This design comes from an exercise in tuning for small area on the open sky130 flow, not from production work.
At most, simulation tests tie the RTL to the original design; equivalence was not proved.
Only the layout flow was run in runs 6 to 8; the RTL was not checked for function there.
Power and IR drop assume default switching activity.

===== design/flow/flow/run.sh =====
#!/bin/bash
# Own layout flow: the standard ORFS flow (standard.sh, unchanged synthesis),
# with two layout settings that ORFS reads from the environment:
#  - the port buffers that buffer_ports inserts use the smallest buffer cell
#    (every input and output port still gets its own buffer);
#  - clock tree synthesis without dummy loads, with the clustering given below.
set -euo pipefail
export BUFFER_PORTS_ARGS="-buffer_cell sky130_fd_sc_hd__buf_1"
export CTS_ARGS="-sink_clustering_enable -repair_clock_nets -dont_use_dummy_load -buf_list sky130_fd_sc_hd__clkbuf_2 -sink_clustering_size 6 -sink_clustering_max_diameter 25"
bash standard.sh finish > flow_standard.log 2>&1

===== design/flow/standard.sh =====
#!/bin/bash
# synth_recipe.tcl (not shown) runs the flow's synth.tcl, then flattens the netlist and writes it again
# the make line also repeats each setting of config.mk as NAME=value (left out here)
make -C /OpenROAD-flow-scripts/flow DESIGN_CONFIG=/design/flow/config.mk WORK_HOME=/design/flow/orfs CLKGATE_MAP_FILE= SYNTH_SCRIPT=/design/flow/synth_recipe.tcl "${@:-finish}"

===== design/flow/config.mk =====
export PLATFORM = sky130hd
export DESIGN_NAME = cmd_int
export DESIGN_NICKNAME = cmd_int
export VERILOG_FILES = /design/flow/design.v
export SDC_FILE = /design/flow/constraint.sdc
export NUM_CORES = 8
export LEC_CHECK = 0
export CAP_MARGIN = 20
export CORE_MARGIN = 2
export CORE_UTILIZATION = 70
export PLACE_DENSITY = 0.8
export SLEW_MARGIN = 20

===== design/flow/constraint.sdc =====
create_clock -name core_clock -period 5.0 [get_ports {i_clk}]
set_input_delay 1.0000 -clock core_clock [delete_from_list [all_inputs] [get_ports {i_clk}]]
set_output_delay 1.0000 -clock core_clock [all_outputs]
set_load 0.01 [all_outputs]

===== design/flow/design.v =====
module cmd_int(
input    wire        i_clk,
input    wire        i_rst,
input    wire        i_data_valid,
input    wire [7:0]  i_data,
output   reg         o_buff_en,
output   wire        o_data_valid,
output   wire [7:0]  o_data,
output   reg         o_srst,
output   reg         o_pgrm_icap,
output   wire [26:0] o_ddr_strt_addr,
output   wire [19:0] o_trans_len,
output   reg         o_load,
input    wire  [19:0]i_icap_clk_cnt,
input    wire  [19:0]i_total_clk_cnt,
input    wire        i_uart_tx_buffer_full,
input    wire        i_dma_done,
output   reg         o_pr_reset
);
function [3:0] cls;
  input [7:0] c;
  case (c)
    8'h31: cls = 4'd1;  
    8'h32: cls = 4'd2;  
    8'h41: cls = 4'd3;  
    8'h43: cls = 4'd4;  
    8'h44: cls = 4'd5;  
    8'h45: cls = 4'd6;  
    8'h49: cls = 4'd7;  
    8'h4C: cls = 4'd8;  
    8'h4D: cls = 4'd9;  
    8'h4E: cls = 4'd10;  
    8'h4F: cls = 4'd11;  
    8'h50: cls = 4'd12;  
    8'h52: cls = 4'd13;  
    8'h53: cls = 4'd14;  
    8'h54: cls = 4'd15;  
    default: cls = 4'd0;
  endcase
endfunction
function [5:0] ac_next;
  input [5:0] s;
  input [7:0] c;
  reg [3:0] cc;
  reg [5:0] x;
  begin
    cc = cls(c);
    x = 6'd0;
    if ((cc == 4'd1) & ((s == 6'd61) | (s == 6'd63))) x = x | 6'd1;  
    if ((cc == 4'd2) & ((s == 6'd61) | (s == 6'd63))) x = x | 6'd1;  
    if ((cc == 4'd3) & ((s[5:2] == 4'd14))) x = x | 6'd1;  
    if ((cc == 4'd4) & ((s[5:2] == 4'd10))) x = x | 6'd1;  
    if ((cc == 4'd4) & ((s == 6'd30))) x = x | 6'd2;  
    if ((cc == 4'd5) & ((s == 6'd13))) x = x | 6'd1;  
    if ((cc == 4'd5) & ((s == 6'd45))) x = x | 6'd2;  
    if ((cc == 4'd5) & ((s == 6'd46))) x = x | 6'd3;  
    if ((cc == 4'd6) & ((s == 6'd33))) x = x | 6'd1;  
    if ((cc == 4'd7) & ((s[5:2] == 4'd4))) x = x | 6'd1;  
    if ((cc == 4'd7) & ((s[5:2] == 4'd12))) x = x | 6'd2;  
    if ((cc == 4'd8) & ((s[5:2] == 4'd14))) x = x | 6'd1;  
    if ((cc == 4'd9) & ((s[5:2] == 4'd4))) x = x | 6'd1;  
    if ((cc == 4'd9) & ((s[5:2] == 4'd5))) x = x | 6'd2;  
    if ((cc == 4'd10) & ((s == 6'd29))) x = x | 6'd1;  
    if ((cc == 4'd10) & ((s == 6'd47))) x = x | 6'd2;  
    if ((cc == 4'd10) & ((s == 6'd25))) x = x | 6'd3;  
    if ((cc == 4'd11) & ((s == 6'd37))) x = x | 6'd1;  
    if ((cc == 4'd11) & ((s == 6'd38))) x = x | 6'd2;  
    if ((cc == 4'd11) & ((s == 6'd17))) x = x | 6'd3;  
    if ((cc == 4'd12) & ((s[5:2] == 4'd13) | (s == 6'd1))) x = x | 6'd1;  
    if ((cc == 4'd12) & ((s == 6'd18))) x = x | 6'd2;  
    if ((cc == 4'd13) & ((s == 6'd54))) x = x | 6'd53;  
    if ((cc == 4'd13) & ((s[5:2] == 4'd14))) x = x | 6'd1;  
    if ((cc == 4'd13) & ((s == 6'd49))) x = x | 6'd2;  
    if ((cc == 4'd13) & ((s == 6'd21))) x = x | 6'd3;  
    if ((cc == 4'd14) & ((s == 6'd1) | (s == 6'd52) | (s == 6'd54) | (s == 6'd55))) x = x | 6'd1;  
    if ((cc == 4'd14) & ((s == 6'd53))) x = x | 6'd2;  
    if ((cc == 4'd15) & ((s == 6'd57))) x = x | 6'd1;  
    if ((cc == 4'd15) & ((s == 6'd41))) x = x | 6'd2;  
    if ((cc == 4'd15) & ((s == 6'd58))) x = x | 6'd3;  
    ac_next = {cc, 2'd0} ^ x;
  end
endfunction
localparam [5:0] AC_CMOD = 6'd22;
localparam [5:0] AC_DMOD = 6'd23;
localparam [5:0] AC_SADR = 6'd55;
localparam [5:0] AC_SLEN = 6'd43;
localparam [5:0] AC_SRST = 6'd63;
localparam [5:0] AC_PICP = 6'd50;
localparam [5:0] AC_RST1 = 6'd5;
localparam [5:0] AC_RST2 = 6'd9;
localparam [5:0] AC_CINT = 6'd62;
localparam [5:0] AC_NCON = 6'd42;
localparam [5:0] AC_RPRR = 6'd1;
localparam [5:0] AC_ROOT = 6'd0;
localparam [5:0] AC_PEND = 6'd2;
localparam AC_W = 6;
localparam [3:0] CMOD = 4'd0, DMOD = 4'd1, SADR = 4'd2, SLEN = 4'd3, SRST = 4'd4,
                 PICP = 4'd5, RST1 = 4'd6, RST2 = 4'd7, CINT = 4'd8, START = 4'd9,
                 NCON = 4'd10, RPRR = 4'd11;
reg  [AC_W-1:0] ac;
reg  [3:0]  state;
reg  [4:0]  len_cnt;
reg         tx_valid;
reg         tx_bit;
reg  [1:0]  buff_wr_addr;
reg  [3:0]  sel;                     
reg         cur_sel;                 
reg  [7:0]  cnt0, cnt1, cnt2, cnt3;  
reg  [23:0] addr_reg;                
reg  [19:0] len_reg;                 
reg  [43:0] mem0, mem1, mem2, mem3;  
wire m_cmod   = (ac == AC_CMOD);
wire st_cmod  = (state == CMOD);
wire st_start = (state == START);
wire buff_wr_en = (state == DMOD) & (ac == AC_PEND);
wire [7:0] cnt_sel = ({8{sel[0]}} & cnt0) | ({8{sel[1]}} & cnt1) | ({8{sel[2]}} & cnt2) | ({8{sel[3]}} & cnt3);
wire [7:0] tx_data = st_cmod ? {cnt_sel[7:4] + 4'd3, cnt_sel[3:0]} : {7'b0011000, tx_bit};
assign o_data_valid = (state == DMOD) ? 1'b0 : i_data_valid | tx_valid;
assign o_data       = tx_valid ? tx_data : i_data;
wire [3:0]  rd_sel  = sel & {4{~cur_sel}};
wire [43:0] rd_data = ({44{rd_sel[0]}} & mem0) | ({44{rd_sel[1]}} & mem1) | ({44{rd_sel[2]}} & mem2) | ({44{rd_sel[3]}} & mem3);
wire [43:0] out_data = rd_data | ({44{cur_sel}} & {addr_reg, len_reg});
assign o_ddr_strt_addr = {3'b000, out_data[43:20]};
assign o_trans_len     = out_data[19:0];
wire [3:0] digit = (i_data < 8'd58) ? i_data[3:0] : i_data[3:0] + 4'd9;
wire [19:0] icap_rev  = {i_icap_clk_cnt[0], i_icap_clk_cnt[1], i_icap_clk_cnt[2], i_icap_clk_cnt[3], i_icap_clk_cnt[4], i_icap_clk_cnt[5], i_icap_clk_cnt[6], i_icap_clk_cnt[7], i_icap_clk_cnt[8], i_icap_clk_cnt[9], i_icap_clk_cnt[10], i_icap_clk_cnt[11], i_icap_clk_cnt[12], i_icap_clk_cnt[13], i_icap_clk_cnt[14], i_icap_clk_cnt[15], i_icap_clk_cnt[16], i_icap_clk_cnt[17], i_icap_clk_cnt[18], i_icap_clk_cnt[19]};
wire [19:0] total_rev = {i_total_clk_cnt[0], i_total_clk_cnt[1], i_total_clk_cnt[2], i_total_clk_cnt[3], i_total_clk_cnt[4], i_total_clk_cnt[5], i_total_clk_cnt[6], i_total_clk_cnt[7], i_total_clk_cnt[8], i_total_clk_cnt[9], i_total_clk_cnt[10], i_total_clk_cnt[11], i_total_clk_cnt[12], i_total_clk_cnt[13], i_total_clk_cnt[14], i_total_clk_cnt[15], i_total_clk_cnt[16], i_total_clk_cnt[17], i_total_clk_cnt[18], i_total_clk_cnt[19]};
wire       rst_bit = (state == RST1) ? icap_rev[len_cnt] : total_rev[len_cnt];
always @(posedge i_clk) begin
    if (i_rst)
        ac <= AC_ROOT;
    else if (st_cmod & ((ac == AC_DMOD) | (ac == AC_PICP) | (ac == AC_RST1) | (ac == AC_RST2) | (ac == AC_CINT)))
        ac <= AC_PEND;
    else if (ac == AC_PEND)
        ac <= AC_ROOT;
    else if (i_data_valid)
        ac <= ac_next(ac, i_data);
end
always @(posedge i_clk) begin
    cur_sel <= i_rst | ~((state == CINT) & i_data_valid);
    sel <= {4{((state == CINT) | (state == NCON)) & i_data_valid}} &
           {i_data[1:0] == 2'd3, i_data[1:0] == 2'd2, i_data[1:0] == 2'd1, i_data[1:0] == 2'd0};
    tx_bit  <= rst_bit;    
end
always @(posedge i_clk) begin
    if (~i_rst & (state == SADR) & i_data_valid) begin
        case (len_cnt[2:0])
            3'd0: addr_reg[23:20] <= digit;
            3'd1: addr_reg[19:16] <= digit;
            3'd2: addr_reg[15:12] <= digit;
            3'd3: addr_reg[11:8]  <= digit;
            3'd4: addr_reg[7:4]   <= digit;
            default: addr_reg[3:0] <= digit;
        endcase
    end
    if (~i_rst & (state == SLEN) & i_data_valid) begin
        case (len_cnt[2:0])
            3'd1: len_reg[19:16] <= digit;
            3'd2: len_reg[15:12] <= digit;
            3'd3: len_reg[11:8]  <= digit;
            3'd4: len_reg[7:4]   <= digit;
            3'd5: len_reg[3:0]   <= digit;
            default: ;
        endcase
    end
    if (buff_wr_en) begin
        case (buff_wr_addr)
            2'd0: mem0 <= {addr_reg, len_reg};
            2'd1: mem1 <= {addr_reg, len_reg};
            2'd2: mem2 <= {addr_reg, len_reg};
            default: mem3 <= {addr_reg, len_reg};
        endcase
    end
end
wire [7:0] cnt_d  = (cnt_sel + 8'd1) & {8{~i_rst}};
wire [3:0] cnt_we = {4{i_rst}} | ({4{st_start}} & sel);
always @(posedge i_clk) begin
    if (cnt_we[0]) cnt0 <= cnt_d;
    if (cnt_we[1]) cnt1 <= cnt_d;
    if (cnt_we[2]) cnt2 <= cnt_d;
    if (cnt_we[3]) cnt3 <= cnt_d;
end
always @(posedge i_clk) begin
    if (i_rst) begin
        state        <= CMOD;
        o_buff_en    <= 1'b0;
        len_cnt      <= 5'd0;
        o_srst       <= 1'b0;
        o_pgrm_icap  <= 1'b0;
        o_load       <= 1'b0;
        tx_valid     <= 1'b0;
        buff_wr_addr <= 2'b00;
        o_pr_reset   <= 1'b0;
    end else begin
        case (state)
            CMOD: begin
                o_buff_en   <= 1'b0;
                o_srst      <= 1'b0;
                o_pgrm_icap <= 1'b0;
                o_load      <= 1'b0;
                len_cnt     <= 5'd0;
                tx_valid    <= 1'b0;
                case (ac)
                    AC_DMOD: state <= DMOD;
                    AC_SADR: state <= SADR;
                    AC_SLEN: state <= SLEN;
                    AC_SRST: state <= SRST;
                    AC_PICP: begin state <= PICP; o_pgrm_icap <= 1'b1; end
                    AC_RST1: state <= RST1;
                    AC_RST2: state <= RST2;
                    AC_CINT: state <= CINT;
                    AC_NCON: state <= NCON;
                    AC_RPRR: state <= RPRR;
                    default: ;
                endcase
            end
            DMOD: begin
                if (m_cmod) begin
                    state        <= CMOD;
                    buff_wr_addr <= buff_wr_addr + 2'd1;
                end
                o_buff_en <= 1'b1;
            end
            SADR, SLEN: begin
                if (i_data_valid) begin
                    len_cnt <= len_cnt + 5'd1;
                    if (len_cnt == 5'd5) begin
                        state  <= CMOD;
                        o_load <= 1'b1;
                    end
                end
            end
            SRST: begin
                if (m_cmod) state <= CMOD;
                o_srst <= ~m_cmod;
            end
            RPRR: begin
                if (m_cmod) state <= CMOD;
                o_pr_reset <= ~m_cmod;
            end
            PICP: begin
                o_pgrm_icap <= 1'b0;
                if (i_dma_done) state <= CMOD;
            end
            RST1, RST2: begin
                if (~i_uart_tx_buffer_full & (len_cnt != 5'd20)) begin
                    len_cnt  <= len_cnt + 5'd1;
                    tx_valid <= 1'b1;
                end else
                    tx_valid <= 1'b0;
                if (len_cnt == 5'd20) state <= CMOD;
            end
            CINT: begin
                if (i_data_valid) begin
                    o_load <= 1'b1;
                    state  <= START;
                end
            end
            START: begin
                o_pgrm_icap <= 1'b1;
                o_load      <= 1'b0;
                state       <= PICP;
            end
            NCON: begin
                if (i_data_valid) begin
                    tx_valid <= 1'b1;
                    state    <= CMOD;
                end
            end
            default: ;
        endcase
    end
end
endmodule

==> results by group, run 1 <==
Critical path
  • Critical Path RT: 4.00 ns
  • CP cell instances: nor2b_4 -> buf_4 -> a22oi_1 -> nand3_1 -> buf_1
  • Reg-to-reg slack, setup: between 1.5 and 2 ns
  • Reg2reg end: mem2[42]
  • Max stage delay cell, worst path: nor2b_4
  • Critical path capture point type: output pin
  • Slowest cell delay on critical path: 0.72 ns
  • Worst-case reg-to-reg path depth: 5
  • Crit Path Max Fanout: 24
  • R2R Path Start: ac[3]
  • CP startpoint kind: register
  • Crit path arrival time: approximately 3.0 ns
  • CP Class: reg2out

Power and ir drop
  • PwrDens: about 300 mW/mm2
  • Final Power: 3.95 mW
  • P_leak: between 4 and 5 nW
  • Peak supply drop: between 0.15 and 0.2 mV

Detailed routing
  • Initial drt markers: 860
  • Met2 routed WL: 14.2 mm
  • Total wire length: 28.3 mm
  • Met3 Wirelength: between 2 and 2.5 mm
  • Post-DRT Antenna Nets: 0
  • # DRC: 0
  • DRT met1 WL: 11.2 mm
  • Via density: 6.53
  • Via count: ~8400
  • First-pass detailed-route iteration total: 6
  • Wire per inst: around 22 um
  • Uppermost routed layer: met4

Floorplanning
  • # IOs: between 100 and 150
  • Area of the core: between 0.015 and 0.02 mm2
  • Die H: roughly 140 um
  • Area of the die: approximately 0.019 mm2
  • Initial core utilization: 71.5%
  • Row count: 48
  • Die width: ~140 um

Clock network
  • CTS Buf Count: 58
  • Clk latency of the worst-skew pair: between 0.8 and 0.9 ns
  • Worst-path clk slew: around 0.11 ns
  • Post-CTS sizing: 0
  • Clock sink count: 281
  • CTS tree: yes
  • Clock H-tree levels: 2
  • Clock Root Buffer: clkbuf_2
  • Post-CTS setup buffers: 0
  • Clock buffer depth: 3
  • Hold_buf cts: 0

Synthesis
  • Yosys cell types: slightly below 80
  • Post-synth ARST share: 0%
  • Post-synth EDFFs: around 250
  • Sequential fraction of the synthesis area: 65.9%
  • Top FF cell, synth: edfxtp_1
  • Flops & latches, synth: 281
  • Yosys warns: 1
  • Cell area after synthesis: approximately 0.012 mm2
  • Avg Cell Area, Syn: 13.1 um2
  • Mapped Cells: 942

STA
  • Fin crit share: about four fifths
  • Count of final hold-check violations: 0
  • TNS Setup: 0 ns
  • Max Freq: about 250 MHz
  • Setup violators final: 0
  • RSZ-0062 raised after global routing: false
  • Tightest Pin Transition: 1.01 ns
  • Slew Viols, Final: 0
  • Hold WS: 0.462 ns
  • Clock Skew: 0.124 ns
  • Tmin final: approximately 4.0 ns
  • Worst slew margin: 32.2%

Placed design
  • PortBufs: 110
  • RePlAce Congestion: slightly above 0.9
  • Post-DP HPWL: between 15 and 20 mm
  • DP Area: roughly 0.013 mm2

Global route
  • Total grt overflow: 0
  • Gr usage total: a little under a third
  • Largest net degree at the start of global routing: between 40 and 50
  • Antenna violations before repair: 0
  • Vias in the first global route: 8207
  • First-pass GRT wire length: roughly 43 mm

Min path
  • Hold Crit Class: reg2reg
  • Hold path cells: 0
  • Hold path start: addr_reg[10]
  • Worst-case hold path end point: mem2[30]

Layout
  • Fin util: roughly 76%
  • Area growth from synthesis to layout: 6.86%
  • Fraction of layout cells with a size suffix above 1: between 10% and 20%
  • Diode count: 0
  • Filler cells: roughly 1100
  • Post-route cell area: approximately 0.013 mm2
  • # nets final: 1138

Flow run
  • Max cap viols: 0

Status
  • Outcome: timing/DRC/antenna clean
cell families (layout without fill, tap and decap cells):
family | count (synthesis) | in the layout | share of synthesized area (%)
other | 1 | 3 | 0.0303
and+or+nand+nor | 318 | 318 | 13.3
buffers and inverters | 83 | 206 | 3.13
xor gates and xnor gates | 15 | 15 | 1.06
DFF | 281 | 281 | 65.9
AOI/OAI and AO/OA | 208 | 208 | 12.2
muxes | 20 | 20 | 2.84
adders and majority gates | 16 | 16 | 1.62
synthesized netlist by cell type, types with 3 or more instances:
cell	instances	area (um2)
buf_4	6	45.0
ha_1	16	200
buf_2	3	15.0
or4_1	3	22.5
nand4b_1	3	26.3
o22ai_1	5	31.3
o211ai_1	3	22.5
a21oi_1	25	125
or2_2	3	18.8
o21ai_0	15	75.1
and3_1	8	50.1
buf_6	6	67.6
o31ai_1	3	22.5
inv_1	20	75.1
mux2i_1	7	70.1
nand2_1	85	319
nand3_1	56	280
nor3_1	21	105
a21o_1	5	37.5
xor2_1	7	61.3
nand3b_1	3	22.5
nand2b_1	14	87.6
dfxtp_1	29	581
mux4_2	12	270
nor4_1	9	56.3
and2_1	14	87.6
edfxtp_1	252	7570
nand4_1	14	87.6
nor2_1	53	199
nor2b_1	12	75.1
a32o_1	3	30.0
clkbuf_1	44	165
a31oi_1	12	75.1
xnor2_1	8	70.1
a211oi_1	6	45.0
a22oi_1	104	781
stage by stage:
step	setup WS [ns]	cells
detailed placement	1.49	1234
global route	0.895	1292
finish	1.05	1292
CTS	1.01	1292
floorplan	1.90	944
global placement	1.49	1234
layout by cell type, fill, tap and decap left out, types with 4 or more instances in the layout:
| cell | synthesis | routed |
|---|---|---|
| edfxtp_1 | 252 | 252 |
| buf_1 | 2 | 110 |
| a22oi_1 | 104 | 104 |
| nand2_1 | 85 | 85 |
| clkbuf_2 | 0 | 58 |
| nand3_1 | 56 | 56 |
| nor2_1 | 53 | 53 |
| dfxtp_1 | 29 | 28 |
| a21oi_1 | 25 | 25 |
| nor3_1 | 21 | 21 |
| inv_1 | 20 | 20 |
| buf_4 | 6 | 17 |
| ha_1 | 16 | 16 |
| o21ai_0 | 15 | 15 |
| nand2b_1 | 14 | 14 |
| nand4_1 | 14 | 14 |
| mux4_2 | 12 | 12 |
| a31oi_1 | 12 | 12 |
| and2_1 | 14 | 10 |
| nor4_1 | 9 | 9 |
| and3_1 | 8 | 8 |
| xnor2_1 | 8 | 8 |
| nor2b_1 | 12 | 8 |
| mux2i_1 | 7 | 7 |
| xor2_1 | 7 | 7 |
| a211oi_1 | 6 | 6 |
| a21o_1 | 5 | 5 |
| o22ai_1 | 5 | 5 |
| nor2b_4 | 0 | 4 |
| and2_2 | 0 | 4 |
routing by layer:
layer  global-route usage, %  vias to the layer above
met5                       0                        -
met4                    9.62                        0
met3                    5.63                       51
met2                    50.0                      456
met1                    42.1                     4031
li1                        -                     3898
worst max-delay path: cells and delay by family (launching register included):
kind / cells / cell delay (ns)
and+or+nand+nor: 2 / 0.87
AOI/OAI and AO/OA: 1 / 0.11
DFF: 1 / 0.58
buffers and inverters: 2 / 0.58
area by class of cell:
class	count	area [um2]	area share, %
Timing Repair Buffer	127	541	4.09
Sequential cell	281	8150	61.7
Multi-Input combinational cell	580	3870	29.3
Clock buffer	58	290	2.20
Tap cell	225	282	2.13
Inverter	21	78.8	0.596
worst max-delay path by stage:
stage / cells after the start / slack, ns / startpoint / end
finish: 5 / 1.05 / sel[2] / o_ddr_strt_addr[20]
floorplan: 5 / 1.90 / ac[2] / mem0[0]
detailed placement: 10 / 1.49 / i_data[1] / ac[0]
global route: 5 / 0.89 / sel[2] / o_trans_len[0]
CTS: 5 / 1.01 / sel[3] / o_trans_len[3]
global placement: 10 / 1.49 / i_data[1] / ac[0]
power by group:
part	switching [mW]	internal, mW
logic	0.211	0.107
clock network	0.712	0.300
registers	0.0427	2.57
total	0.966	2.98
==> run 2, diff against run 1 <==
--- a/design/flow/flow/run.sh
+++ b/design/flow/flow/run.sh
@@ -8,3 +8,3 @@
 export BUFFER_PORTS_ARGS="-buffer_cell sky130_fd_sc_hd__buf_1"
-export CTS_ARGS="-sink_clustering_enable -repair_clock_nets -dont_use_dummy_load -buf_list sky130_fd_sc_hd__clkbuf_2 -sink_clustering_size 6 -sink_clustering_max_diameter 25"
+export CTS_ARGS="-sink_clustering_enable -repair_clock_nets -dont_use_dummy_load -buf_list sky130_fd_sc_hd__clkbuf_4 -sink_clustering_size 10 -sink_clustering_max_diameter 30"
 bash standard.sh finish > flow_standard.log 2>&1
--- a/design/flow/config.mk
+++ b/design/flow/config.mk
@@ -9,4 +9,4 @@
 export CORE_MARGIN = 2
-export CORE_UTILIZATION = 70
-export PLACE_DENSITY = 0.8
+export CORE_UTILIZATION = 80
+export PLACE_DENSITY = 0.9
 export SLEW_MARGIN = 20
==> results by group, run 2 <==
Layout
  • # nets final: 1117
  • Post-route cell area: roughly 0.013 mm2
  • Most frequent cells in the layout: 252 x edfxtp_1, 110 x buf_1, 104 x a22oi_1
  • Non-Filler Instances: about 1200
  • Most common cell after layout, fill and taps aside: edfxtp_1
  • Fraction of layout cells with a size suffix above 1: under 10%
  • Area growth from synthesis to layout: 6.41%
  • Filler cells: a little over 600

Power and ir drop
  • PwrDens: 307 mW/mm2
  • P_leak: around 4.2 nW
  • Peak supply drop: 0.199 mV
  • Clock power frac: 26.9%
  • Combinational share of power: 8.3%
  • Psw: approximately 980 uW
  • Final Power: about 4 mW
  • Sequential share of power: between 60% and 70%
  • Sw frac: between 20% and 30%
  • Cell Int Power: between 3 and 4 mW

Clock network
  • Clock buffer depth: 3
  • Worst-path clk slew: roughly 0.10 ns
  • Clk latency of the worst-skew pair: around 0.67 ns
  • Hold_buf cts: 0
  • Post-CTS setup buffers: 0
  • Clock H-tree levels: 2
  • Clock sink count: ~280
  • Post-CTS sizing: 0
  • CTS tree: yes
  • Clock Root Buffer: clkbuf_4
  • CTS Buf Count: slightly above 40

Synthesis
  • Commonest cells post-synth: 252 x edfxtp_1, 104 x a22oi_1, 85 x nand2_1
  • Synth area leader: edfxtp_1
  • Top FF cell, synth: edfxtp_1
  • Yosys warns: 1
  • Avg Cell Area, Syn: 13.1 um2
  • Area contributors post-synth: edfxtp_1 61%, a22oi_1 6.3%, dfxtp_1 4.7%
  • Cell area after synthesis: around 0.012 mm2
  • Proportion of netlist area held by the largest area contributor: approximately three fifths
  • Yosys cell types: 78
  • Most frequent cell after synthesis: edfxtp_1
  • Flops & latches, synth: 281
  • Post-synth ARST share: 0%
  • Mapped Cells: roughly 940
  • Post-synth EDFFs: ~250
  • Sequential fraction of the synthesis area: 65.9%

Floorplanning
  • Area of the core: roughly 0.015 mm2
  • Die H: 128 um
  • Die width: between 100 and 150 um
  • Initial core utilization: about four fifths
  • # IOs: 114
  • Row count: 45
  • Area of the die: around 0.016 mm2

STA
  • Max Freq: between 200 and 300 MHz
  • RSZ-0062 raised after global routing: false
  • Setup violators final: 0
  • Clock Skew: between 0.1 and 0.15 ns
  • TNS Setup: 0 ns
  • Worst slew margin: about a quarter
  • Count of final hold-check violations: 0
  • Tightest Pin Transition: ~1.1 ns
  • Tmin final: between 3 and 4 ns
  • Fin crit share: roughly four fifths
  • Slew Viols, Final: 0

Detailed routing
  • Total wire length: approximately 32 mm
  • Wire per inst: 26.2 um
  • First-pass detailed-route iteration total: 9
  • Initial drt markers: around 1600
  • # DRC: 0
  • Via count: 9278
  • Via density: between 7 and 8
  • Post-DRT Antenna Nets: 0

Critical path
  • Critical path capture point type: output pin
  • Crit Path Max Fanout: 32
  • Crit path arrival time: 2.97 ns
  • Critical Path RT: approximately 4.0 ns
  • CP Class: reg2out
  • CP startpoint kind: register

Placed design
  • Post-DP HPWL: about 20 mm
  • PortBufs: 110
  • DP Area: around 0.013 mm2
  • RePlAce Congestion: 0.948
  • DP Cell Count: between 1000 and 1500

Flow run
  • Max cap viols: 0

Global route
  • Largest net degree at the start of global routing: 45
  • First-pass GRT wire length: between 40 and 50 mm
  • Vias in the first global route: 8579
  • Antenna violations before repair: 1
  • Total grt overflow: 0
  • Gr usage total: between 30% and 40%

Min path
  • Hold Crit Class: reg2reg

Status
  • Outcome: timing/DRC/antenna clean
[run 2: power groups by stage]
| stage | clock, mW | sequential (mW) | combinational [mW] |
|---|---|---|---|
| 2_1_floorplan | 0 | 2.64 | 0.239 |
| 3_3_place_gp | 0 | 2.67 | 0.306 |
| 3_5_place_dp | 0 | 2.67 | 0.320 |
| 4_1_cts | 1.07 | 2.62 | 0.324 |
| 5_1_grt | 1.15 | 2.62 | 0.365 |
| 6_report | 1.09 | 2.62 | 0.335 |
[run 2: path summary, 6_finish.rpt]
kind | start | slack (ns) | endpoint | cells after the start
worst max-delay path | sel[3] | 1.03 | o_trans_len[10] | 5
worst min-delay path | len_reg[7] | 0.50 | mem1[7] | 0
worst max register to register | ac[3] | 1.35 | mem1[34] | 5
worst min register to register | len_reg[7] | 0.50 | mem1[7] | 0
[run 2: layout make-up]
type                       instances  area [um2]  share of cell area (%)
timing repair buffer             123         508                    3.86
sequential                       281        8150                    61.9
inverter                          21        78.8                   0.599
clock buffer                      41         308                    2.34
antenna                            1        2.50                  0.0190
multi-input combinational        580        3880                    29.5
tap                              188         235                    1.79
[run 2: critical path, cell delays in order, from the launching register on]
cell	delay [ns]
dfxtp_1	0.62
nor2b_4	0.87
buf_4	0.34
a22oi_1	0.12
nand3_1	0.19
buf_1	0.18
[run 2: cells by family (layout without fill, tap and decap cells)]
| kind of cell | after synthesis | count (layout) | synth area share, % |
|---|---|---|---|
| simple gates | 318 | 318 | 13.3 |
| flops | 281 | 281 | 65.9 |
| compound gates | 208 | 208 | 12.2 |
| buf+inv | 83 | 185 | 3.13 |
| mux | 20 | 20 | 2.84 |
| fa+ha+maj | 16 | 16 | 1.62 |
| xor+xnor | 15 | 15 | 1.06 |
| other cells | 1 | 4 | 0.0303 |
[run 2: through the flow]
step,setup WS [ns],utilization [%],hold slack (ns)
after detailed placement,1.48,84.8,0.505
after global placement,1.50,84.8,0.489
after global routing,0.924,86.9,0.495
after floorplan,1.90,-,0.483
after CTS,1.09,86.8,0.497
final,1.03,86.9,0.499
[run 2: per-layer routing]
layer / wire length [um] / up-vias / share of wire [%] / GRT usage (%)
li1: - / 3849 / - / -
met1: 10700 / 4298 / 33 / 51.6
met2: 16200 / 973 / 50 / 67.0
met3: 4210 / 158 / 13 / 7.86
met4: 1270 / 0 / 3.9 / 14.1
met5: 0 / - / 0 / 0
==> run 3, diff against run 2 <==
--- a/design/flow/config.mk
+++ b/design/flow/config.mk
@@ -9,4 +9,4 @@
 export CORE_MARGIN = 2
-export CORE_UTILIZATION = 80
-export PLACE_DENSITY = 0.9
+export CORE_UTILIZATION = 70
+export PLACE_DENSITY = 0.8
 export SLEW_MARGIN = 20
==> results by group, run 3 <==
Synthesis
  • Most frequent cell after synthesis: edfxtp_1
  • Sequential fraction of the synthesis area: roughly 66%
  • Mapped Cells: 942
  • Yosys cell types: a little under 80
  • Commonest cells post-synth: 252 x edfxtp_1, 104 x a22oi_1, 85 x nand2_1
  • Flops & latches, synth: between 200 and 300
  • Area contributors post-synth: edfxtp_1 61%, a22oi_1 6.3%, dfxtp_1 4.7%
  • Cell area after synthesis: 0.0124 mm2
  • Top FF cell, synth: edfxtp_1
  • Yosys warns: 1
  • Post-synth EDFFs: ~250
  • Synth area leader: edfxtp_1
  • Post-synth ARST share: 0%
  • Avg Cell Area, Syn: roughly 13 um2
  • Proportion of netlist area held by the largest area contributor: roughly 61%

Detailed routing
  • # DRC: 0
  • Initial drt markers: 764
  • Post-DRT Antenna Nets: 0
  • Total wire length: approximately 28 mm
  • Via density: 6.69
  • Via count: around 8500
  • First-pass detailed-route iteration total: 5
  • Wire per inst: approximately 22 um

Clock network
  • Post-CTS setup buffers: 0
  • Clock buffer depth: 3
  • CTS Buf Count: 41
  • Hold_buf cts: 0
  • Clock Root Buffer: clkbuf_4
  • Clock sink count: between 200 and 300
  • Clock H-tree levels: 2
  • Worst-path clk slew: about 0.1 ns
  • Post-CTS sizing: 0
  • CTS tree: yes
  • Clk latency of the worst-skew pair: approximately 0.64 ns

Critical path
  • Reg-to-reg slack, setup: about 1.7 ns
  • Slowest cell delay on critical path: around 0.70 ns
  • Crit Path Max Fanout: 24
  • CP cell instances: nor2b_4 -> buf_4 -> a22oi_1 -> nand3_1 -> buf_1
  • Crit path arrival time: 2.78 ns
  • Buf/Inv on CP: 2
  • Max stage delay cell, worst path: nor2b_4
  • CP startpoint kind: register
  • CP startpoint: sel[2]
  • Critical Path RT: around 4 ns
  • WP depth: 5
  • Reg2reg end: mem2[22]
  • Critical path capture point type: output pin
  • Largest delay share family, worst path: simple AND/OR/NAND/NOR gates
  • End of the critical path: o_ddr_strt_addr[20]
  • R2R Path Start: ac[2]
  • CP Class: reg2out
  • Worst-case reg-to-reg path depth: 5

Floorplanning
  • # IOs: 114
  • Area of the core: between 0.015 and 0.02 mm2
  • Die width: approximately 140 um
  • Row count: 48
  • Die H: about 140 um
  • Initial core utilization: between 70% and 80%
  • Area of the die: approximately 0.019 mm2

Power and ir drop
  • Sequential share of power: approximately two thirds
  • Sw frac: 23.3%
  • Final Power: about 4 mW
  • Clock power frac: a little over a quarter
  • Cell Int Power: about 3.1 mW
  • P_leak: 4.21 nW
  • Peak supply drop: ~0.21 mV
  • Psw: about 930 uW
  • PwrDens: approximately 300 mW/mm2
  • Combinational share of power: around 8.0%

STA
  • TNS Setup: 0 ns
  • Hold WS: ~0.47 ns
  • Clock Skew: 0.0823 ns
  • Fin crit share: between 70% and 80%
  • Count of final hold-check violations: 0
  • Worst slew margin: around 28%
  • Fin worst setup slack: approximately 1.2 ns
  • Tmin final: between 3 and 4 ns
  • Max Freq: roughly 260 MHz
  • Tightest Pin Transition: between 1 and 1.5 ns
  • Slew Viols, Final: 0
  • RSZ-0062 raised after global routing: false
  • Setup violators final: 0

Layout
  • # nets final: ~1100
  • Most common cell after layout, fill and taps aside: edfxtp_1
  • Storage element area: ~0.0081 mm2
  • Filler cells: about 1100
  • Most frequent cells in the layout: 252 x edfxtp_1, 110 x buf_1, 104 x a22oi_1
  • Multi-input logic area: approximately 0.0039 mm2
  • Fin util: about 77%
  • Fraction of layout cells with a size suffix above 1: a little under a tenth
  • Area growth from synthesis to layout: 7.02%

Flow run
  • Max cap viols: 0

Status
  • Outcome: timing/DRC/antenna clean

Global route
  • First-pass GRT wire length: approximately 44 mm
  • Antenna violations before repair: 1
  • Total grt overflow: 0
  • Gr usage total: between 30% and 40%
  • Largest net degree at the start of global routing: 45
  • Vias in the first global route: a little over 8000

Min path
  • Hold Crit Class: reg2reg
  • Hold path start: addr_reg[19]
  • Hold path cells: 0

Placed design
  • Pre-CTS setup slack: 1.49 ns
  • PortBufs: 110
  • RePlAce Congestion: a little over 0.9
  • Post-DP HPWL: between 15 and 20 mm
[run 3: cells by family after synthesis]
group / count (synthesis) / synth area share [%]
simple gates: 318 / 13.3
xor+xnor: 15 / 1.06
fa+ha+maj: 16 / 1.62
buf+inv: 83 / 3.13
other cells: 1 / 0.0303
mux: 20 / 2.84
compound gates: 208 / 12.2
flops: 281 / 65.9
[run 3: power by group through the flow]
stage | Sequential, mW | Combinational (mW) | Clock (mW)
detailed placement | 2.67 | 0.315 | 0
CTS | 2.62 | 0.317 | 1.07
global route | 2.62 | 0.351 | 1.15
global placement | 2.67 | 0.313 | 0
finish | 2.62 | 0.320 | 1.05
floorplan | 2.64 | 0.239 | 0
[run 3: through the flow]
stage	cells	instance area [um2]
floorplan	944	12400
global placement	1234	12900
detailed placement	1234	12900
CTS	1275	13200
global route	1276	13200
finish	1276	13200
[run 3: area by class of cell]
| class | instances | share of cell area, % |
|---|---|---|
| timing repair buffer | 127 | 4.08 |
| tap | 225 | 2.13 |
| clock buffer | 41 | 2.33 |
| sequential | 281 | 61.6 |
| multi-input combinational | 580 | 29.3 |
| antenna | 1 | 0.0189 |
| inverter | 21 | 0.596 |
[run 3: how the worst min path moves through the flow]
stage | slack (ns) | endpoint
2_1_floorplan | 0.48 | mem0[0]
3_3_place_gp | 0.49 | o_srst
3_5_place_dp | 0.48 | o_srst
4_1_cts | 0.48 | mem1[39]
5_1_grt | 0.50 | mem1[39]
6_report | 0.47 | mem1[39]
[run 3: routing by layer]
layer  track usage [%]  vias to the layer above  wire, um
met3              5.59                       58      2670
met2              50.0                      525     14200
met4              10.3                        0       580
li1                  -                     3848         -
met1              42.4                     4109     11100
met5                 0                        -         0
==> run 4, diff against run 3 <==
--- a/design/flow/flow/run.sh
+++ b/design/flow/flow/run.sh
@@ -8,3 +8,3 @@
 export BUFFER_PORTS_ARGS="-buffer_cell sky130_fd_sc_hd__buf_1"
-export CTS_ARGS="-sink_clustering_enable -repair_clock_nets -dont_use_dummy_load -buf_list sky130_fd_sc_hd__clkbuf_4 -sink_clustering_size 10 -sink_clustering_max_diameter 30"
+export CTS_ARGS="-sink_clustering_enable -repair_clock_nets -dont_use_dummy_load -buf_list sky130_fd_sc_hd__clkbuf_4 -sink_clustering_buffer sky130_fd_sc_hd__clkbuf_4 -tree_buf sky130_fd_sc_hd__clkbuf_8 -sink_clustering_size 12 -sink_clustering_max_diameter 40"
 bash standard.sh finish > flow_standard.log 2>&1
==> results by group, run 4 <==
Status
  • Outcome: timing/DRC/antenna clean

Critical path
  • Crit Path Max Fanout: 24
  • Max stage delay cell, worst path: nor2b_4
  • CP startpoint: sel[2]
  • Buf/Inv on CP: 2
  • Largest delay share family, worst path: simple AND/OR/NAND/NOR gates
  • CP Class: reg2out
  • R2R Path Start: ac[2]
  • CP cell instances: nor2b_4 -> buf_4 -> a22oi_1 -> nand3_1 -> buf_1
  • Reg-to-reg slack, setup: approximately 1.7 ns
  • CP startpoint kind: register
  • Critical path capture point type: output pin
  • Crit path arrival time: 2.82 ns
  • Slowest cell delay on critical path: between 0.7 and 0.8 ns
  • Worst-case reg-to-reg path depth: 5
  • Reg2reg end: mem2[43]
  • Critical Path RT: approximately 4 ns

Floorplanning
  • # IOs: approximately 110
  • Initial core utilization: 71.5%
  • Die width: around 140 um
  • Area of the core: 0.0173 mm2
  • Die H: 137 um
  • Row count: 48
  • Area of the die: roughly 0.019 mm2

Power and ir drop
  • Peak supply drop: 0.256 mV
  • P_leak: around 4.2 nW
  • PwrDens: between 200 and 300 mW/mm2

STA
  • Count of final hold-check violations: 0
  • Worst slew margin: between 30% and 40%
  • Tmin final: ~3.8 ns
  • Fin worst setup slack: approximately 1.2 ns
  • Max Freq: around 260 MHz
  • RSZ-0062 raised after global routing: false
  • Clock Skew: roughly 0.063 ns
  • Tightest Pin Transition: between 0.9 and 1 ns
  • Slew Viols, Final: 0
  • Setup violators final: 0
  • TNS Setup: 0 ns
  • Fin crit share: between 70% and 80%

Layout
  • # nets final: about 1100
  • Area growth from synthesis to layout: 6.35%
  • Fraction of layout cells with a size suffix above 1: approximately 8.4%
  • Most common cell after layout, fill and taps aside: edfxtp_1
  • Filler cells: 1081
  • Most frequent cells in the layout: 252 x edfxtp_1, 110 x buf_1, 104 x a22oi_1

Synthesis
  • Most frequent cell after synthesis: edfxtp_1
  • Commonest cells post-synth: 252 x edfxtp_1, 104 x a22oi_1, 85 x nand2_1
  • Yosys warns: 1
  • Synth area leader: edfxtp_1
  • Post-synth ARST share: 0%
  • Avg Cell Area, Syn: ~13 um2
  • Flops & latches, synth: 281
  • Area contributors post-synth: edfxtp_1 61%, a22oi_1 6.3%, dfxtp_1 4.7%
  • Top FF cell, synth: edfxtp_1
  • Sequential fraction of the synthesis area: 65.9%
  • Proportion of netlist area held by the largest area contributor: 61.2%
  • Yosys cell types: between 70 and 80
  • Cell area after synthesis: ~0.012 mm2
  • Post-synth EDFFs: 252
  • Mapped Cells: 942

Clock network
  • Post-CTS setup buffers: 0
  • Worst-path clk slew: around 0.11 ns
  • Clock buffer depth: 3
  • Clock Root Buffer: clkbuf_4
  • Post-CTS sizing: 0
  • CTS Buf Count: 30
  • Clk latency of the worst-skew pair: 0.68 ns
  • Hold_buf cts: 0
  • Clock sink count: about 280
  • CTS tree: yes
  • Clock H-tree levels: 1

Placed design
  • Pre-CTS setup slack: around 1.5 ns
  • PortBufs: 110
  • RePlAce Congestion: between 0.9 and 1
  • Post-DP HPWL: approximately 19 mm

Detailed routing
  • Initial drt markers: approximately 850
  • # DRC: 0
  • First-pass detailed-route iteration total: 6
  • Total wire length: 28.0 mm
  • Via count: 8395
  • Via density: 6.64
  • Post-DRT Antenna Nets: 0
  • Wire per inst: 22.1 um

Min path
  • Worst-case hold path end point: mem1[39]
  • Hold Crit Class: reg2reg
  • Hold path start: addr_reg[19]
  • Hold path cells: 0

Global route
  • Largest net degree at the start of global routing: 45
  • Antenna violations before repair: 1
  • Gr usage total: 30.1%
  • First-pass GRT wire length: about 43 mm
  • Vias in the first global route: a little over 8000
  • Total grt overflow: 0

Flow run
  • Max cap viols: 0
[run 4: through the flow]
| stage | cell area (um2) | std cells | hold WS [ns] | power, mW | utilization [%] |
|---|---|---|---|---|---|
| 6_report | 13200 | 1265 | 0.503 | 3.85 | 76.0 |
| 5_1_grt | 13200 | 1265 | 0.501 | 3.97 | 76.0 |
| 4_1_cts | 13200 | 1264 | 0.496 | 3.85 | 76.0 |
| 3_5_place_dp | 12900 | 1234 | 0.482 | 2.98 | 74.7 |
| 3_3_place_gp | 12900 | 1234 | 0.489 | 2.98 | 74.7 |
| 2_1_floorplan | 12400 | 944 | 0.483 | 2.88 | - |
[run 4: kinds of logic (layout without fill, tap and decap cells)]
group	count (synthesis)	count (layout)	synth area share, %
AO/OA/AOI/OAI	208	208	12.2
XOR/XNOR	15	15	1.06
flip-flops	281	281	65.9
AND/OR/NAND/NOR	318	318	13.3
other	1	4	0.0303
multiplexers	20	20	2.84
adder cells (fa/ha/maj)	16	16	1.62
buffers and inverters	83	178	3.13
[run 4: layout make-up]
type / instances / area (um2) / share of cell area [%]
sequential: 281 / 8150 / 62.0
multi-input combinational: 580 / 3870 / 29.5
timing repair buffer: 127 / 541 / 4.11
tap: 225 / 282 / 2.14
clock buffer: 30 / 225 / 1.71
inverter: 21 / 78.8 / 0.599
antenna: 1 / 2.50 / 0.0190
[run 4: where the power goes]
group	internal, mW	switching, mW	total (mW)	leakage, nW
Combinational	0.108	0.211	0.319	1.48
Sequential	2.57	0.0429	2.62	2.54
Clock	0.275	0.637	0.912	0.138
Total	2.96	0.891	3.85	4.16
[run 4: layer usage]
metal,vias to the layer above,part of all wire [%],track usage [%],routed length (um)
li1,3842,-,-,-
met1,4021,40,42.1,11100
met2,474,49,49.3,13800
met3,58,8.5,4.33,2380
met4,0,2.5,9.85,700
met5,-,0,0,0
[run 4: how the worst max path moves through the flow]
stage,depth (start not counted),slack (ns),endpoint
floorplan,5,1.90,mem0[0]
global placement,10,1.49,ac[0]
detailed placement,10,1.49,ac[0]
CTS,5,1.19,o_ddr_strt_addr[20]
global route,5,1.02,o_trans_len[0]
finish,5,1.18,o_trans_len[0]
==> run 5, diff against run 4 <==
--- a/design/flow/flow/run.sh
+++ b/design/flow/flow/run.sh
@@ -8,3 +8,3 @@
 export BUFFER_PORTS_ARGS="-buffer_cell sky130_fd_sc_hd__buf_1"
-export CTS_ARGS="-sink_clustering_enable -repair_clock_nets -dont_use_dummy_load -buf_list sky130_fd_sc_hd__clkbuf_4 -sink_clustering_buffer sky130_fd_sc_hd__clkbuf_4 -tree_buf sky130_fd_sc_hd__clkbuf_8 -sink_clustering_size 12 -sink_clustering_max_diameter 40"
+export CTS_ARGS="-sink_clustering_enable -repair_clock_nets -dont_use_dummy_load -buf_list sky130_fd_sc_hd__clkbuf_4 sky130_fd_sc_hd__clkbuf_8 -sink_clustering_size 12 -sink_clustering_max_diameter 40"
 bash standard.sh finish > flow_standard.log 2>&1
==> results by group, run 5 <==
Status
  • Outcome: did not finish
  • Halt Stage: clock tree synthesis (4_1_cts)
  • Err: [ERROR STA-0564] clock_tree_synthesis positional arguments not supported.

Synthesis
  • Yosys cell types: a little under 80
  • Mapped Cells: approximately 940
  • Avg Cell Area, Syn: about 13 um2
  • Most frequent cell after synthesis: edfxtp_1
  • Area contributors post-synth: edfxtp_1 61%, a22oi_1 6.3%, dfxtp_1 4.7%
  • Synth area leader: edfxtp_1
  • Main combinational cell family by area after synthesis: simple AND/OR/NAND/NOR gates
  • Commonest cells post-synth: 252 x edfxtp_1, 104 x a22oi_1, 85 x nand2_1
  • Flops & latches, synth: 281
  • Sequential fraction of the synthesis area: roughly two thirds
  • Top FF cell, synth: edfxtp_1
  • Adder-cell share of the synthesized area: under 10%
  • Post-synth EDFFs: ~250
  • Cell area after synthesis: between 0.01 and 0.015 mm2
  • Proportion of netlist area held by the largest area contributor: between 60% and 70%
  • Compound-gate portion of the synthesized area: between 10% and 20%
  • Post-Synth Simple-Gate Area: 13.3%
  • Mux cell area share after synthesis: 2.84%
  • Post-synth ARST share: 0%
  • Post-synthesis xor/xnor area fraction: under 10%
  • Yosys warns: 1

Floorplanning
  • # IOs: approximately 110
  • Initial core utilization: a little under three quarters
  • Die width: ~140 um
  • Row count: 48
  • Die H: approximately 140 um

Placed design
  • RePlAce Congestion: 0.934
  • Pre-CTS setup slack: ~1.5 ns
  • PortBufs: 110
  • Post-DP HPWL: ~19 mm
-- run 5: cell counts after synthesis --
No cell type changed its count.
-- run 5: through the flow --
step           utilization [%]  cells  cell area (um2)
3_5_place_dp              74.7   1234            12900
3_3_place_gp              74.7   1234            12900
2_1_floorplan                -    944            12400
-- run 5: cell families after synthesis --
kind of cell / count (synthesis)
and+or+nand+nor: 318
DFF: 281
AOI/OAI and AO/OA: 208
muxes: 20
buffers and inverters: 83
other: 1
xor gates and xnor gates: 15
adders and majority gates: 16
-- run 5: worst max-delay path by stage --
stage | startpoint | end | depth (start not counted)
global placement | i_data[1] | ac[0] | 10
detailed placement | i_data[1] | ac[0] | 10
floorplan | ac[2] | mem0[0] | 5
-- run 5: power by group through the flow --
| stage | clock network (mW) | logic (mW) | registers, mW |
|---|---|---|---|
| after detailed placement | 0 | 0.315 | 2.67 |
| after floorplan | 0 | 0.239 | 2.64 |
| after global placement | 0 | 0.313 | 2.67 |
==> run 6, diff against run 5 <==
--- a/design/flow/design.v
+++ b/design/flow/design.v
@@ -116,3 +116,4 @@
 wire [7:0] cnt_sel = ({8{sel[0]}} & cnt0) | ({8{sel[1]}} & cnt1) | ({8{sel[2]}} & cnt2) | ({8{sel[3]}} & cnt3);
-wire [7:0] tx_data = st_cmod ? {cnt_sel[7:4] + 4'd3, cnt_sel[3:0]} : {7'b0011000, tx_bit};
+wire       tx_rst  = ~st_cmod;
+wire [7:0] tx_data = cnt_sel | {2'b00, tx_rst, tx_rst, 3'b000, tx_bit};
 assign o_data_valid = (state == DMOD) ? 1'b0 : i_data_valid | tx_valid;
@@ -142,3 +143,3 @@
            {i_data[1:0] == 2'd3, i_data[1:0] == 2'd2, i_data[1:0] == 2'd1, i_data[1:0] == 2'd0};
-    tx_bit  <= rst_bit;    
+    tx_bit  <= rst_bit & ((state == RST1) | (state == RST2));    
 end
@@ -174,3 +175,3 @@
 end
-wire [7:0] cnt_d  = (cnt_sel + 8'd1) & {8{~i_rst}};
+wire [7:0] cnt_d  = i_rst ? 8'h30 : cnt_sel + 8'd1;
 wire [3:0] cnt_we = {4{i_rst}} | ({4{st_start}} & sel);
--- a/design/flow/flow/run.sh
+++ b/design/flow/flow/run.sh
@@ -8,3 +8,3 @@
 export BUFFER_PORTS_ARGS="-buffer_cell sky130_fd_sc_hd__buf_1"
-export CTS_ARGS="-sink_clustering_enable -repair_clock_nets -dont_use_dummy_load -buf_list sky130_fd_sc_hd__clkbuf_4 sky130_fd_sc_hd__clkbuf_8 -sink_clustering_size 12 -sink_clustering_max_diameter 40"
+export CTS_ARGS="-sink_clustering_enable -repair_clock_nets -dont_use_dummy_load -buf_list sky130_fd_sc_hd__clkbuf_4 -sink_clustering_size 10 -sink_clustering_max_diameter 30"
 bash standard.sh finish > flow_standard.log 2>&1
==> results by group, run 6 <==
Layout
  • Non-Filler Instances: approximately 1300
  • # nets final: between 1000 and 1500
  • Area growth from synthesis to layout: 7.31%
  • Fraction of layout cells with a size suffix above 1: roughly 8.2%
  • Fin util: 76.7%
  • Most common cell after layout, fill and taps aside: edfxtp_1
  • Post-route cell area: ~0.013 mm2
  • Filler cells: between 1000 and 1500
  • Most frequent cells in the layout: 252 x edfxtp_1, 110 x buf_1, 101 x a22oi_1

Status
  • Outcome: timing/DRC/antenna clean

STA
  • Slew Viols, Final: 0
  • Fin crit share: 77.3%
  • TNS Setup: 0 ns
  • Worst slew margin: 29.3%
  • Tightest Pin Transition: roughly 1.1 ns
  • Max Freq: 259 MHz
  • RSZ-0062 raised after global routing: false
  • Setup violators final: 0
  • Clock Skew: between 0.1 and 0.15 ns
  • Tmin final: just under 4 ns
  • Count of final hold-check violations: 0

Detailed routing
  • Via density: approximately 6.7
  • Total wire length: roughly 28 mm
  • First-pass detailed-route iteration total: 6
  • Post-DRT Antenna Nets: 0
  • Via count: 8572
  • # DRC: 0
  • Wire per inst: around 22 um
  • Initial drt markers: 790

Floorplanning
  • Area of the die: between 0.015 and 0.02 mm2
  • Area of the core: between 0.015 and 0.02 mm2
  • Row count: 48
  • Initial core utilization: 71.4%
  • Die width: approximately 140 um
  • # IOs: 114
  • Die H: between 100 and 150 um

Global route
  • Antenna violations before repair: 1
  • Vias in the first global route: roughly 8300
  • Gr usage total: 30.8%
  • Largest net degree at the start of global routing: 45
  • Total grt overflow: 0
  • First-pass GRT wire length: about 44 mm

Placed design
  • RePlAce Congestion: approximately 0.96
  • PortBufs: 110
  • Post-DP HPWL: roughly 18 mm
  • DP Cell Count: roughly 1200
  • DP Area: roughly 0.013 mm2

Synthesis
  • Proportion of netlist area held by the largest area contributor: 61.5%
  • Most frequent cell after synthesis: edfxtp_1
  • Post-synth ARST share: 0%
  • Flops & latches, synth: 281
  • Synth area leader: edfxtp_1
  • Top FF cell, synth: edfxtp_1
  • Yosys warns: 1
  • Sequential fraction of the synthesis area: between 60 and 70%
  • Yosys cell types: 68
  • Area contributors post-synth: edfxtp_1 61%, a22oi_1 6.2%, dfxtp_1 4.7%
  • Cell area after synthesis: about 0.012 mm2
  • Avg Cell Area, Syn: about 13 um2
  • Commonest cells post-synth: 252 x edfxtp_1, 101 x a22oi_1, 97 x nand2_1
  • Mapped Cells: between 900 and 1000
  • Post-synth EDFFs: approximately 250

Clock network
  • CTS Buf Count: slightly above 40
  • Clock Root Buffer: clkbuf_4
  • CTS tree: yes
  • Clk latency of the worst-skew pair: around 0.65 ns
  • Post-CTS setup buffers: 0
  • Clock H-tree levels: 2
  • Hold_buf cts: 0
  • Clock sink count: between 200 and 300
  • Worst-path clk slew: about 0.08 ns
  • Post-CTS sizing: 0
  • Clock buffer depth: 3

Critical path
  • Reg-to-reg slack, setup: ~1.7 ns
  • Crit path arrival time: between 2 and 3 ns
  • Crit Path Max Fanout: 28
  • CP startpoint kind: register
  • Critical Path RT: 4.00 ns
  • Critical path capture point type: output pin
  • CP Class: reg2out
  • Worst-case reg-to-reg path depth: 8

Power and ir drop
  • Final Power: 4.16 mW
  • Peak supply drop: ~0.23 mV
  • PwrDens: about 310 mW/mm2
  • P_leak: around 4.2 nW

Flow run
  • Max cap viols: 0

Min path
  • Hold path cells: 2
  • Hold Crit Class: reg2reg
[run 6: report_power, final]
| part | internal [mW] | total, mW | switching (mW) |
|---|---|---|---|
| logic | 0.179 | 0.447 | 0.268 |
| clock network | 0.378 | 1.05 | 0.675 |
| registers | 2.59 | 2.66 | 0.0725 |
| total | 3.14 | 4.16 | 1.01 |
[run 6: through the flow]
| step | worst slack, ns | hold WS (ns) |
|---|---|---|
| 2_1_floorplan | 1.89 | 0.469 |
| 3_3_place_gp | 1.52 | 0.457 |
| 3_5_place_dp | 1.43 | 0.470 |
| 4_1_cts | 1.10 | 0.483 |
| 5_1_grt | 0.944 | 0.504 |
| 6_report | 1.14 | 0.477 |
[run 6: final cells by class]
| cell class | count | area, um2 | area share (%) |
|---|---|---|---|
| antenna | 1 | 2.50 | 0.0189 |
| clock buffer | 41 | 308 | 2.33 |
| inverter | 13 | 48.8 | 0.369 |
| multi-input combinational | 601 | 3880 | 29.4 |
| sequential | 281 | 8150 | 61.7 |
| tap | 225 | 282 | 2.13 |
| timing repair buffer | 127 | 541 | 4.09 |
[run 6: logic make-up (layout without fill, tap and decap cells)]
family	after synthesis	after routing	synth area share, %
buffers and inverters	82	181	2.72
AOI/OAI and AO/OA	205	205	12.0
muxes	21	21	2.74
DFF	281	281	66.2
and+or+nand+nor	343	343	13.9
xor gates and xnor gates	15	15	1.07
other	1	4	0.0305
adders and majority gates	14	14	1.42
[run 6: routing by layer]
metal	wire (um)	part of all wire, %	vias up	track usage [%]
met5	0	0	-	0
met4	759	2.7	0	12.0
met3	2510	9.0	64	5.37
met2	13700	49	466	50.1
met1	10800	39	4149	42.0
li1	-	-	3893	-
[run 6: final timing paths]
path,startpoint,to
setup / recovery,sel[3],o_ddr_strt_addr[7]
hold / removal,o_srst,o_srst
setup reg to reg,len_cnt[0],state[3]
hold reg to reg,o_srst,o_srst
[run 6: critical path: stages (launching register included)]
cell	delay, ns
dfxtp_1	0.59
nor2b_4	0.81
buf_4	0.38
a22oi_1	0.13
nand3_1	0.17
buf_1	0.16
==> run 7, diff against run 6 <==
--- a/design/flow/config.mk
+++ b/design/flow/config.mk
@@ -10,2 +10,3 @@
 export CORE_UTILIZATION = 70
+export GPL_TIMING_DRIVEN = 0
 export PLACE_DENSITY = 0.8
==> results by group, run 7 <==
STA
  • Worst slew margin: about a third
  • Hold WS: approximately 0.45 ns
  • Fin worst setup slack: just over 0.9 ns
  • Fin crit share: 81.6%
  • TNS Setup: 0 ns
  • Count of final hold-check violations: 0
  • Slew Viols, Final: 0
  • Clock Skew: roughly 0.087 ns
  • RSZ-0062 raised after global routing: false
  • Tmin final: 4.08 ns
  • Setup violators final: 0
  • Max Freq: roughly 250 MHz
  • Tightest Pin Transition: around 1 ns

Power and ir drop
  • Peak supply drop: ~0.32 mV
  • PwrDens: ~310 mW/mm2
  • P_leak: 4.27 nW

Layout
  • Post-route cell area: between 0.01 and 0.015 mm2
  • # nets final: 1188
  • Most common cell after layout, fill and taps aside: edfxtp_1
  • Fraction of layout cells with a size suffix above 1: between 7 and 8%
  • Non-Filler Instances: ~1300
  • Most frequent cells in the layout: 252 x edfxtp_1, 110 x buf_1, 101 x a22oi_1
  • Area growth from synthesis to layout: 9.29%
  • Filler cells: 1046

Clock network
  • CTS Buf Count: 43
  • Clock buffer depth: 3
  • Clock Root Buffer: clkbuf_4
  • Worst-path clk slew: 0.10 ns
  • Post-CTS setup buffers: 0
  • Clock sink count: approximately 280
  • Post-CTS sizing: 0
  • Clock H-tree levels: 2
  • Clk latency of the worst-skew pair: approximately 0.67 ns
  • Hold_buf cts: 0
  • CTS tree: yes

Global route
  • Largest net degree at the start of global routing: 45
  • First-pass GRT wire length: around 46 mm
  • Vias in the first global route: 8690
  • Total grt overflow: 0
  • Gr usage total: around 33%
  • Antenna violations before repair: 1

Detailed routing
  • First-pass detailed-route iteration total: 6
  • Post-DRT Antenna Nets: 0
  • Wire per inst: around 22 um
  • Via density: around 6.6
  • # DRC: 0
  • Total wire length: between 20 and 30 mm
  • Initial drt markers: about 900
  • Via count: about 8900

Placed design
  • DP Cell Count: approximately 1300
  • PortBufs: approximately 110
  • DP Area: about 0.013 mm2
  • RePlAce Congestion: 0.961
  • Pre-CTS setup slack: 1.10 ns
  • Post-DP HPWL: between 20 and 25 mm

Critical path
  • Critical path capture point type: output pin
  • Crit Path Max Fanout: 10
  • R2R Path Start: ac[2]
  • End of the critical path: o_ddr_strt_addr[21]
  • Crit path arrival time: 3.08 ns
  • CP startpoint: sel[0]
  • Worst-case reg-to-reg path depth: 8
  • Reg-to-reg slack, setup: about 2.0 ns
  • Reg2reg end: mem0[6]
  • CP Class: reg2out
  • CP startpoint kind: register
  • Critical Path RT: 4.00 ns

Synthesis
  • Proportion of netlist area held by the largest area contributor: approximately three fifths
  • Commonest cells post-synth: 252 x edfxtp_1, 101 x a22oi_1, 97 x nand2_1
  • Sequential fraction of the synthesis area: roughly two thirds
  • Synth area leader: edfxtp_1
  • Post-synth EDFFs: between 200 and 300
  • Yosys warns: 1
  • Post-synth ARST share: 0%
  • Avg Cell Area, Syn: between 10 and 15 um2
  • Yosys cell types: 68
  • Flops & latches, synth: approximately 280
  • Area contributors post-synth: edfxtp_1 61%, a22oi_1 6.2%, dfxtp_1 4.7%
  • Mapped Cells: between 900 and 1000
  • Most frequent cell after synthesis: edfxtp_1
  • Cell area after synthesis: roughly 0.012 mm2
  • Top FF cell, synth: edfxtp_1

Floorplanning
  • Initial core utilization: a little under three quarters
  • Row count: 48
  • Area of the die: approximately 0.019 mm2
  • # IOs: ~110
  • Die width: 137 um
  • Die H: approximately 140 um
  • Area of the core: 0.0172 mm2

Flow run
  • Max cap viols: 0

Status
  • Outcome: timing/DRC/antenna clean

Min path
  • Hold Crit Class: reg2reg
-- run 7: cell count changes in the layout (fill, tap and decap cells not counted), sizes merged --
cell | previous run | this run
clkbuf | 41 | 99
buf | 127 | 125
-- run 7: metal layers --
layer  routed length [um]  GRT usage, %
met1                11200          42.2
met2                15300          55.3
met3                 2460          5.52
met4                  890          13.3
met5                    0             0
-- run 7: power breakdown --
group / internal (mW) / total (mW) / switching [mW]
Combinational: 0.181 / 0.495 / 0.314
Sequential: 2.59 / 2.61 / 0.0271
Clock: 0.394 / 1.08 / 0.689
Total: 3.16 / 4.19 / 1.03
-- run 7: area by class of cell --
cell class | instances | area [um2] | share of cell area, %
clock buffer | 43 | 323 | 2.40
antenna | 1 | 2.50 | 0.0186
buffer | 69 | 287 | 2.13
tap | 225 | 282 | 2.09
timing repair buffer | 112 | 488 | 3.63
inverter | 13 | 48.8 | 0.363
multi-input combinational | 601 | 3880 | 28.8
sequential | 281 | 8150 | 60.5
-- run 7: critical path, cell delays in order (launching register included) --
cell	delay (ns)
dfxtp_1	0.31
clkbuf_1	0.44
nor2b_1	0.20
clkbuf_1	0.41
clkbuf_1	0.57
a22oi_1	0.20
nand3_1	0.17
buf_1	0.17
-- run 7: cells by family after synthesis --
family,Yosys count,synth area share [%]
AND/OR/NAND/NOR,343,13.9
flip-flops,281,66.2
AO/OA/AOI/OAI,205,12.0
buffers and inverters,82,2.72
multiplexers,21,2.74
XOR/XNOR,15,1.07
adder cells (fa/ha/maj),14,1.42
other,1,0.0305
-- run 7: how the worst min path moves through the flow --
stage,start,to,cells after the start,slack (ns)
2_1_floorplan,buff_wr_addr[1],buff_wr_addr[1],2,0.47
3_3_place_gp,o_buff_en,o_buff_en,2,0.48
3_5_place_dp,o_buff_en,o_buff_en,2,0.48
4_1_cts,len_reg[1],mem1[1],0,0.47
5_1_grt,len_reg[1],mem1[1],0,0.49
6_report,len_reg[3],mem2[3],0,0.45
-- run 7: through the flow --
step | utilization, % | total power [mW]
final | 78.1 | 4.19
after global placement | 75.5 | 3.13
after detailed placement | 76.2 | 3.15
after floorplan | - | 3.00
after CTS | 78.1 | 4.19
after global routing | 78.1 | 4.33
==> run 8, diff against run 7 <==
--- a/design/flow/config.mk
+++ b/design/flow/config.mk
@@ -10,2 +10,3 @@
 export CORE_UTILIZATION = 70
+export GPL_ROUTABILITY_DRIVEN = 0
 export GPL_TIMING_DRIVEN = 0
==> results by group, run 8 <==
Min path
  • Hold path cells: 2
  • Hold Crit Class: reg2reg

Critical path
  • WP depth: 7
  • CP cell instances: clkbuf_1 -> nor2b_1 -> clkbuf_1 -> clkbuf_1 -> a22oi_1 -> nand3_1 -> buf_1
  • Crit Path Max Fanout: 10
  • Buf/Inv on CP: 4
  • CP Class: reg2out
  • CP startpoint kind: register
  • Worst-case reg-to-reg path depth: 7
  • Critical Path RT: about 4.0 ns
  • Most frequent CP cell: clkbuf_1
  • Critical path capture point type: output pin
  • Largest delay share family, worst path: buffers and inverters
  • Max stage delay cell, worst path: clkbuf_1
  • Slowest cell delay on critical path: 0.59 ns
  • Crit path arrival time: around 3.1 ns

Detailed routing
  • # DRC: 0
  • Total wire length: 28.0 mm
  • Via density: roughly 6.6
  • Post-DRT Antenna Nets: 0
  • Initial drt markers: between 800 and 900
  • Via count: between 8000 and 9000
  • First-pass detailed-route iteration total: 5
  • Wire per inst: about 21 um

Floorplanning
  • Die width: 137 um
  • Area of the core: 0.0172 mm2
  • Row count: 48
  • Die H: ~140 um
  • # IOs: around 110
  • Initial core utilization: 71.4%
  • Area of the die: roughly 0.019 mm2

Layout
  • Most frequent cells in the layout: 252 x edfxtp_1, 110 x buf_1, 101 x a22oi_1
  • Fraction of layout cells with a size suffix above 1: 7.52%
  • Fin util: 77.8%
  • Filler cells: approximately 1100
  • Post-route cell area: between 0.01 and 0.015 mm2
  • Area growth from synthesis to layout: 8.88%
  • Most common cell after layout, fill and taps aside: edfxtp_1
  • Diode count: 0
  • Non-Filler Instances: around 1300
  • # nets final: ~1200

STA
  • Tmin final: 4.08 ns
  • Worst slew margin: about a quarter
  • Fin crit share: between 80% and 90%
  • Max Freq: 245 MHz
  • TNS Setup: 0 ns
  • Slew Viols, Final: 0
  • Hold WS: ~0.48 ns
  • RSZ-0062 raised after global routing: false
  • Clock Skew: about 0.074 ns
  • Count of final hold-check violations: 0
  • Tightest Pin Transition: approximately 1.1 ns
  • Fin worst setup slack: about 0.9 ns
  • Setup violators final: 0

Power and ir drop
  • Clock power frac: about a quarter
  • Sequential share of power: about 62%
  • Psw: ~1.0 mW
  • Peak supply drop: around 0.22 mV
  • Final Power: between 4 and 5 mW
  • P_leak: between 4 and 5 nW
  • Cell Int Power: approximately 3.2 mW
  • Sw frac: around a quarter
  • PwrDens: between 300 and 400 mW/mm2
  • Combinational share of power: 11.7%

Synthesis
  • Sequential fraction of the synthesis area: between 60 and 70%
  • Flops & latches, synth: roughly 280
  • Post-synth EDFFs: approximately 250
  • Cell area after synthesis: 0.0123 mm2
  • Most frequent cell after synthesis: edfxtp_1
  • Post-synth ARST share: 0%
  • Synth area leader: edfxtp_1
  • Proportion of netlist area held by the largest area contributor: around three fifths
  • Avg Cell Area, Syn: 12.8 um2
  • Yosys cell types: 68
  • Mapped Cells: roughly 960
  • Top FF cell, synth: edfxtp_1
  • Commonest cells post-synth: 252 x edfxtp_1, 101 x a22oi_1, 97 x nand2_1
  • Area contributors post-synth: edfxtp_1 61%, a22oi_1 6.2%, dfxtp_1 4.7%
  • Yosys warns: 1

Placed design
  • DP Area: 0.0131 mm2
  • Pre-CTS setup slack: 1.23 ns
  • DP Cell Count: about 1300
  • PortBufs: 108
  • Post-DP HPWL: roughly 19 mm

Clock network
  • Hold_buf cts: 0
  • Post-CTS setup buffers: 0
  • Clock Root Buffer: clkbuf_4
  • Clk latency of the worst-skew pair: about 0.67 ns
  • Clock H-tree levels: 2
  • Clock buffer depth: 3
  • Post-CTS sizing: 0
  • Clock sink count: roughly 280
  • CTS Buf Count: 44
  • CTS tree: yes
  • Worst-path clk slew: about 0.090 ns

Global route
  • Antenna violations before repair: 0
  • Total grt overflow: 0
  • First-pass GRT wire length: 43.4 mm
  • Gr usage total: slightly above 30%
  • Vias in the first global route: ~8400
  • Largest net degree at the start of global routing: between 40 and 50

Flow run
  • Max cap viols: 0

Status
  • Outcome: timing/DRC/antenna clean
run 8: cell count changes in the layout (fill, tap and decap cells not counted):
cell      delta
o21ai_2      +1
o21ai_1      -1
and3_2       -1
clkbuf_4     +1
buf_16       -2
buf_4        -1
and3_4       +1
diode_2      -1
run 8: power by group through the flow:
| stage | clock network [mW] | registers, mW | logic (mW) |
|---|---|---|---|
| floorplan | 0 | 2.66 | 0.333 |
| global placement | 0 | 2.66 | 0.467 |
| detailed placement | 0 | 2.67 | 0.484 |
| CTS | 1.10 | 2.61 | 0.486 |
| global route | 1.19 | 2.62 | 0.535 |
| finish | 1.09 | 2.61 | 0.493 |
run 8: final timing paths:
| path | start | endpoint | slack [ns] |
|---|---|---|---|
| setup / recovery | sel[1] | o_ddr_strt_addr[3] | 0.92 |
| hold / removal | o_buff_en | o_buff_en | 0.48 |
| setup reg to reg | ac[2] | mem0[42] | 1.96 |
| hold reg to reg | o_buff_en | o_buff_en | 0.48 |
run 8: cell type report:
cell class	instances	area, um2	area share [%]
plain buffers	69	287	2.14
clock buffers	44	330	2.46
inverters	13	48.8	0.364
multi-input cells	601	3890	29.0
flip-flops and latches	281	8150	60.8
well taps	225	282	2.10
repair buffers	109	425	3.17
run 8: cell families (layout without fill, tap and decap cells):
logic type / after synthesis / in the layout / synth area share (%)
AOI/OAI and AO/OA: 205 / 205 / 12.0
adders and majority gates: 14 / 14 / 1.42
xor gates and xnor gates: 15 / 15 / 1.07
buffers and inverters: 82 / 235 / 2.72
and+or+nand+nor: 343 / 343 / 13.9
other: 1 / 3 / 0.0305
DFF: 281 / 281 / 66.2
muxes: 21 / 21 / 2.74
run 8: tightest hold or removal path, cell delays in order (launching register included):
cell and delay, ns:
dfxtp_1 0.31, a21oi_1 0.06, nor2_1 0.07
run 8: routing by layer:
layer	vias to the layer above	wire length, um	GRT usage [%]
li1	4001	-	-
met3	88	2290	5.63
met4	0	951	12.0
met2	479	14000	51.5
met5	-	0	0
met1	4232	10800	39.6

## afterwards: timing with drivers on the ports
The results above use ideal ports. As a check the final layouts listed here were re-extracted and re-timed, cells and wires unchanged. Step 1 assumes that a clkbuf_16 drives the clock port and a buf_2 every other input. Step 2 times the ports against the registers' clock, not the clock port: input delays grow and output delays shrink by t, the midpoint of the rising clock arrivals with the driver on. a / b / c = ideal ports / drivers / drivers and shift; a / b = the first two.
run | t, ns | setup slack, ns | worst setup path after step 2
run 1 | 0.798 | 1.048 / 1.012 / 1.402 | input to register
run 2 | 0.655 | 1.029 / 0.988 / 1.353 | register to register
run 3 | 0.635 | 1.224 / 1.190 / 1.395 | input to register
run 4 | 0.684 | 1.184 / 1.149 / 1.430 | input to register
run 6 | 0.634 | 1.135 / 1.097 / 1.355 | input to register
run 7 | 0.669 | 0.921 / 0.878 / 1.018 | input to register
run 8 | 0.648 | 0.916 / 0.882 / 1.108 | input to register
After both steps every run listed still meets setup and hold.
